This design comes from an exercise in tuning for small area, a short achievable clock period and few clock cycles per item on the open sky130 flow, not from production work.

==> module cordicTanh, before the edit <==
module cordicTanh(z0, clk, rst, out, flag);
	input wire clk, rst;
	input wire signed [15:0] z0;
	output wire signed [15:0] out;
	output reg flag;
	reg ld;                      
	reg rot;                     
	reg half;                    
	reg [13:1] d;                
	reg signed [14:0] z;         
	reg signed [14:0] y;
	reg [13:0] x;                
	wire ext = z0[15] ^ z0[14];            
	wire div = ~(ld | rot | flag);
	wire rot_end = rot & half & d[13];
	wire s = rot ? z[14] : ~y[14];
	wire [14:0] K;
	assign K[14:12] = 3'b000;
	assign K[11] = d[1];
	assign K[10] = d[2];
	assign K[9]  = d[3];
	assign K[8]  = d[4];
	assign K[7]  = d[5] | (rot & d[1]);
	assign K[6]  = d[6] | (rot & d[1]);
	assign K[5]  = d[7];
	assign K[4]  = d[8] | (rot & d[2]);
	assign K[3]  = d[9] | (rot & d[1]);
	assign K[2]  = d[10] | (rot & d[2]);
	assign K[1]  = d[11] | (rot & (d[1] | d[2] | d[3])) | (~rot & d[12] & (z[14] ^ y[14]));
	assign K[0]  = rot & (d[3] | d[12] | d[13]);
	reg [13:0] xs;
	reg [14:0] ys;
	integer i, j;
	always @(*) begin
		for (j = 0; j < 14; j = j + 1) begin
			xs[j] = 1'b0;
			for (i = 1; i <= 13; i = i + 1)
				if (j + i <= 13)
					xs[j] = xs[j] | (d[i] & x[j + i]);
		end
		for (j = 0; j < 15; j = j + 1) begin
			ys[j] = 1'b0;
			for (i = 1; i <= 13; i = i + 1)
				ys[j] = ys[j] | (d[i] & y[(j + i <= 14) ? j + i : 14]);
		end
	end
	wire [14:0] zn, yn; wire [13:0] xn;
	padd #(15,1) uz(z, K ^ {15{~s}}, ~s, zn);
	padd #(15,1) uy(y, {1'b0, xs} ^ {15{s}}, s, yn);
	padd #(14,1) ux(x, ys[13:0] ^ {14{s}}, s, xn);
	wire [15:0] zsum = {zn, 1'b0};
	wire [15:0] ysum = {yn, 1'b0};
	wire [14:0] xsum = {xn, 1'b0};
	always @(posedge clk) begin
		if (rst) begin
			ld <= 1'b1;
			rot <= 1'b0;
			flag <= 1'b0;
		end else begin
			ld <= flag;
			rot <= (ld & ~ext) | (rot & ~rot_end);
			flag <= (ld & ext) | (div & d[12]);
		end
	end
	always @(posedge clk) begin
		half <= rot & ~half;
		if (ld | rot_end)
			d <= 13'd1;
		else if (~rot | half)
			d <= {d[12:1], 1'b0};
	end
	always @(posedge clk) begin
		if (ld) begin
			z <= ext ? {z0[15], z0[15], 13'h1000} : z0[14:0];
			x <= 14'h1000;
			y <= 15'h0000;
		end else begin
			z <= rot_end ? 15'h0000 : zsum[15:1];
			y <= ysum[15:1];
			if (rot)
				x <= xsum[14:1];
		end
	end
	assign out = {z[14], z};
endmodule
==> module padd, before the edit <==
module padd #(parameter N = 15, parameter KIND = 0) (input [N-1:0] a, input [N-1:0] b, input cin, output [N-1:0] sum);
	wire [N-1:0] p = a ^ b;
	wire [N-1:0] g0 = a & b;
	reg [N:0] G, P;
	reg [N:0] Gn, Pn;
	integer l, i, st;
	always @(*) begin
		G = {g0, cin};
		P = {p, 1'b0};
		if (KIND == 3) begin
			for (i = 1; i <= N; i = i + 1) begin
				G[i] = G[i] | (P[i] & G[i-1]);
			end
		end else if (KIND == 2) begin
			for (st = 1; st <= N; st = st * 2)
				for (i = 2*st - 1; i <= N; i = i + 2*st) begin
					G[i] = G[i] | (P[i] & G[i-st]);
					P[i] = P[i] & P[i-st];
				end
			for (st = st / 2; st >= 1; st = st / 2)
				for (i = 3*st - 1; i <= N; i = i + 2*st) begin
					G[i] = G[i] | (P[i] & G[i-st]);
					P[i] = P[i] & P[i-st];
				end
		end else begin
			for (l = 1; l <= N; l = l * 2) begin
				Gn = G; Pn = P;
				for (i = 0; i <= N; i = i + 1) begin
					if (KIND == 0) begin
						if (i >= l) begin
							Gn[i] = G[i] | (P[i] & G[i-l]);
							Pn[i] = P[i] & P[i-l];
						end
					end else begin
						if ((i / l) % 2 == 1) begin
							Gn[i] = G[i] | (P[i] & G[(i / l) * l - 1]);
							Pn[i] = P[i] & P[(i / l) * l - 1];
						end
					end
				end
				G = Gn; P = Pn;
			end
		end
	end
	assign sum = p ^ G[N-1:0];
endmodule
==> flow/config.mk <==
export PLATFORM = sky130hd
export DESIGN_NAME = cordicTanh
export DESIGN_NICKNAME = cordicTanh
export VERILOG_FILES = /design/flow/design.v
export SDC_FILE = /design/flow/constraint.sdc
export NUM_CORES = 4
export LEC_CHECK = 0
export ABC_AREA = 1
export CAP_MARGIN = 70
export CORE_MARGIN = 2
export CORE_UTILIZATION = 45
export SLEW_MARGIN = 70
==> flow/constraint.sdc <==
create_clock -name core_clock -period 10.0 [get_ports {clk}]
set_input_delay 2.0000 -clock core_clock [delete_from_list [all_inputs] [get_ports {clk}]]
set_output_delay 2.0000 -clock core_clock [all_outputs]
set_load 0.01 [all_outputs]
standard.sh (not shown) runs the stock make flow with config.mk's settings and CLKGATE_MAP_FILE= SYNTH_SCRIPT=/design/flow/synth_recipe.tcl, a recipe that flattens the netlist after the stock synthesis.
==> flow/flow/run.sh <==
#!/bin/bash
# Standard synthesis, then the standard layout steps with repair_timing
# asked for a larger setup margin and plain buffers on the ports (the SDC
# and clock period are unchanged).
set -eo pipefail
bash standard.sh synth > synth.log 2>&1
bash standard.sh SETUP_SLACK_MARGIN=7 "BUFFER_PORTS_ARGS=-buffer_cell sky130_fd_sc_hd__buf_1" finish > layout.log 2>&1
Then changed:
--- a/flow/design.v
+++ b/flow/design.v
@@ -5,16 +5,23 @@
 	output reg flag;
 	reg ld;                      
 	reg rot;                     
 	reg half;                    
-	reg [13:1] d;                
+	reg [3:0] sh;                
 	reg signed [14:0] z;         
 	reg signed [14:0] y;
 	reg [13:0] x;                
 	wire ext = z0[15] ^ z0[14];            
 	wire div = ~(ld | rot | flag);
-	wire rot_end = rot & half & d[13];
+	wire rot_end = rot & half & (sh == 4'd13);
 	wire s = rot ? z[14] : ~y[14];
+	wire [13:1] d;
+	genvar n;
+	generate
+		for (n = 1; n <= 13; n = n + 1) begin : dec
+			assign d[n] = (sh == n);
+		end
+	endgenerate
 	wire [14:0] K;
 	assign K[14:12] = 3'b000;
 	assign K[11] = d[1];
 	assign K[10] = d[2];
@@ -27,24 +34,10 @@
 	assign K[3]  = d[9] | (rot & d[1]);
 	assign K[2]  = d[10] | (rot & d[2]);
 	assign K[1]  = d[11] | (rot & (d[1] | d[2] | d[3])) | (~rot & d[12] & (z[14] ^ y[14]));
 	assign K[0]  = rot & (d[3] | d[12] | d[13]);
-	reg [13:0] xs;
-	reg [14:0] ys;
-	integer i, j;
-	always @(*) begin
-		for (j = 0; j < 14; j = j + 1) begin
-			xs[j] = 1'b0;
-			for (i = 1; i <= 13; i = i + 1)
-				if (j + i <= 13)
-					xs[j] = xs[j] | (d[i] & x[j + i]);
-		end
-		for (j = 0; j < 15; j = j + 1) begin
-			ys[j] = 1'b0;
-			for (i = 1; i <= 13; i = i + 1)
-				ys[j] = ys[j] | (d[i] & y[(j + i <= 14) ? j + i : 14]);
-		end
-	end
+	wire [13:0] xs = x >> sh;
+	wire signed [14:0] ys = y >>> sh;
 	wire [14:0] zn, yn; wire [13:0] xn;
 	padd #(15,1) uz(z, K ^ {15{~s}}, ~s, zn);
 	padd #(15,1) uy(y, {1'b0, xs} ^ {15{s}}, s, yn);
 	padd #(14,1) ux(x, ys[13:0] ^ {14{s}}, s, xn);
@@ -58,17 +51,17 @@
 			flag <= 1'b0;
 		end else begin
 			ld <= flag;
 			rot <= (ld & ~ext) | (rot & ~rot_end);
-			flag <= (ld & ext) | (div & d[12]);
+			flag <= (ld & ext) | (div & (sh == 4'd12));
 		end
 	end
 	always @(posedge clk) begin
 		half <= rot & ~half;
 		if (ld | rot_end)
-			d <= 13'd1;
+			sh <= 4'd1;
 		else if (~rot | half)
-			d <= {d[12:1], 1'b0};
+			sh <= sh + 4'd1;
 	end
 	always @(posedge clk) begin
 		if (ld) begin
 			z <= ext ? {z0[15], z0[15], 13'h1000} : z0[14:0];
@@ -96,18 +89,15 @@
 			for (i = 1; i <= N; i = i + 1) begin
 				G[i] = G[i] | (P[i] & G[i-1]);
 			end
 		end else if (KIND == 2) begin
-			for (st = 1; st <= N; st = st * 2)
-				for (i = 2*st - 1; i <= N; i = i + 2*st) begin
-					G[i] = G[i] | (P[i] & G[i-st]);
-					P[i] = P[i] & P[i-st];
-				end
-			for (st = st / 2; st >= 1; st = st / 2)
-				for (i = 3*st - 1; i <= N; i = i + 2*st) begin
-					G[i] = G[i] | (P[i] & G[i-st]);
-					P[i] = P[i] & P[i-st];
-				end
+			for (i = 1; i <= N; i = i + 2) begin G[i] = G[i] | (P[i] & G[i-1]); P[i] = P[i] & P[i-1]; end
+			for (i = 3; i <= N; i = i + 4) begin G[i] = G[i] | (P[i] & G[i-2]); P[i] = P[i] & P[i-2]; end
+			for (i = 7; i <= N; i = i + 8) begin G[i] = G[i] | (P[i] & G[i-4]); P[i] = P[i] & P[i-4]; end
+			for (i = 15; i <= N; i = i + 16) begin G[i] = G[i] | (P[i] & G[i-8]); P[i] = P[i] & P[i-8]; end
+			for (i = 11; i <= N; i = i + 8) begin G[i] = G[i] | (P[i] & G[i-4]); P[i] = P[i] & P[i-4]; end
+			for (i = 5; i <= N; i = i + 4) begin G[i] = G[i] | (P[i] & G[i-2]); P[i] = P[i] & P[i-2]; end
+			for (i = 2; i <= N; i = i + 2) begin G[i] = G[i] | (P[i] & G[i-1]); P[i] = P[i] & P[i-1]; end
 		end else begin
 			for (l = 1; l <= N; l = l * 2) begin
 				Gn = G; Pn = P;
 				for (i = 0; i <= N; i = i + 1) begin
After rerunning:
- setup slack is worse by 0.089 ns
- register-to-register slack is worse by 0.09 ns
- critical path depth rose by 4
- synthesized cell count fell by 8.0%
- final cell count fell by 5.6%
- global-route usage fell by 2.8 points
- worst hold slack is better by 0.016 ns
No run of this note included a check of the RTL's function; only the layout flow was run.

re-timing with driven ports:
No port has a modelled driver above. Below, the same layouts with a new extraction and two added sets of constraints. Step 1 sets driving cells, clkbuf_16 on the clock port and buf_2 on the other inputs (assumed; they add their load-dependent delay and slew). Step 2, shift: input delay + t, output delay - t, t = (earliest + latest rising clock arrival at the registers) / 2. This alone moves slack from input paths to output paths. Slacks: ideal ports / drivers / drivers and shift; pairs: ideal ports / drivers.
| run | t (ns) | setup WS [ns] | hold WS [ns] | slew at the worst register clock pin (ns) |
|---|---|---|---|---|
| the first run | 0.383 | 6.964 / 6.964 / 6.964 | 0.464 / 0.464 / 0.464 | 0.06 / 0.06 |
| the second run | 0.355 | 6.875 / 6.875 / 6.875 | 0.481 / 0.481 / 0.481 | 0.11 / 0.11 |
After both steps setup and hold are still met in every run listed.
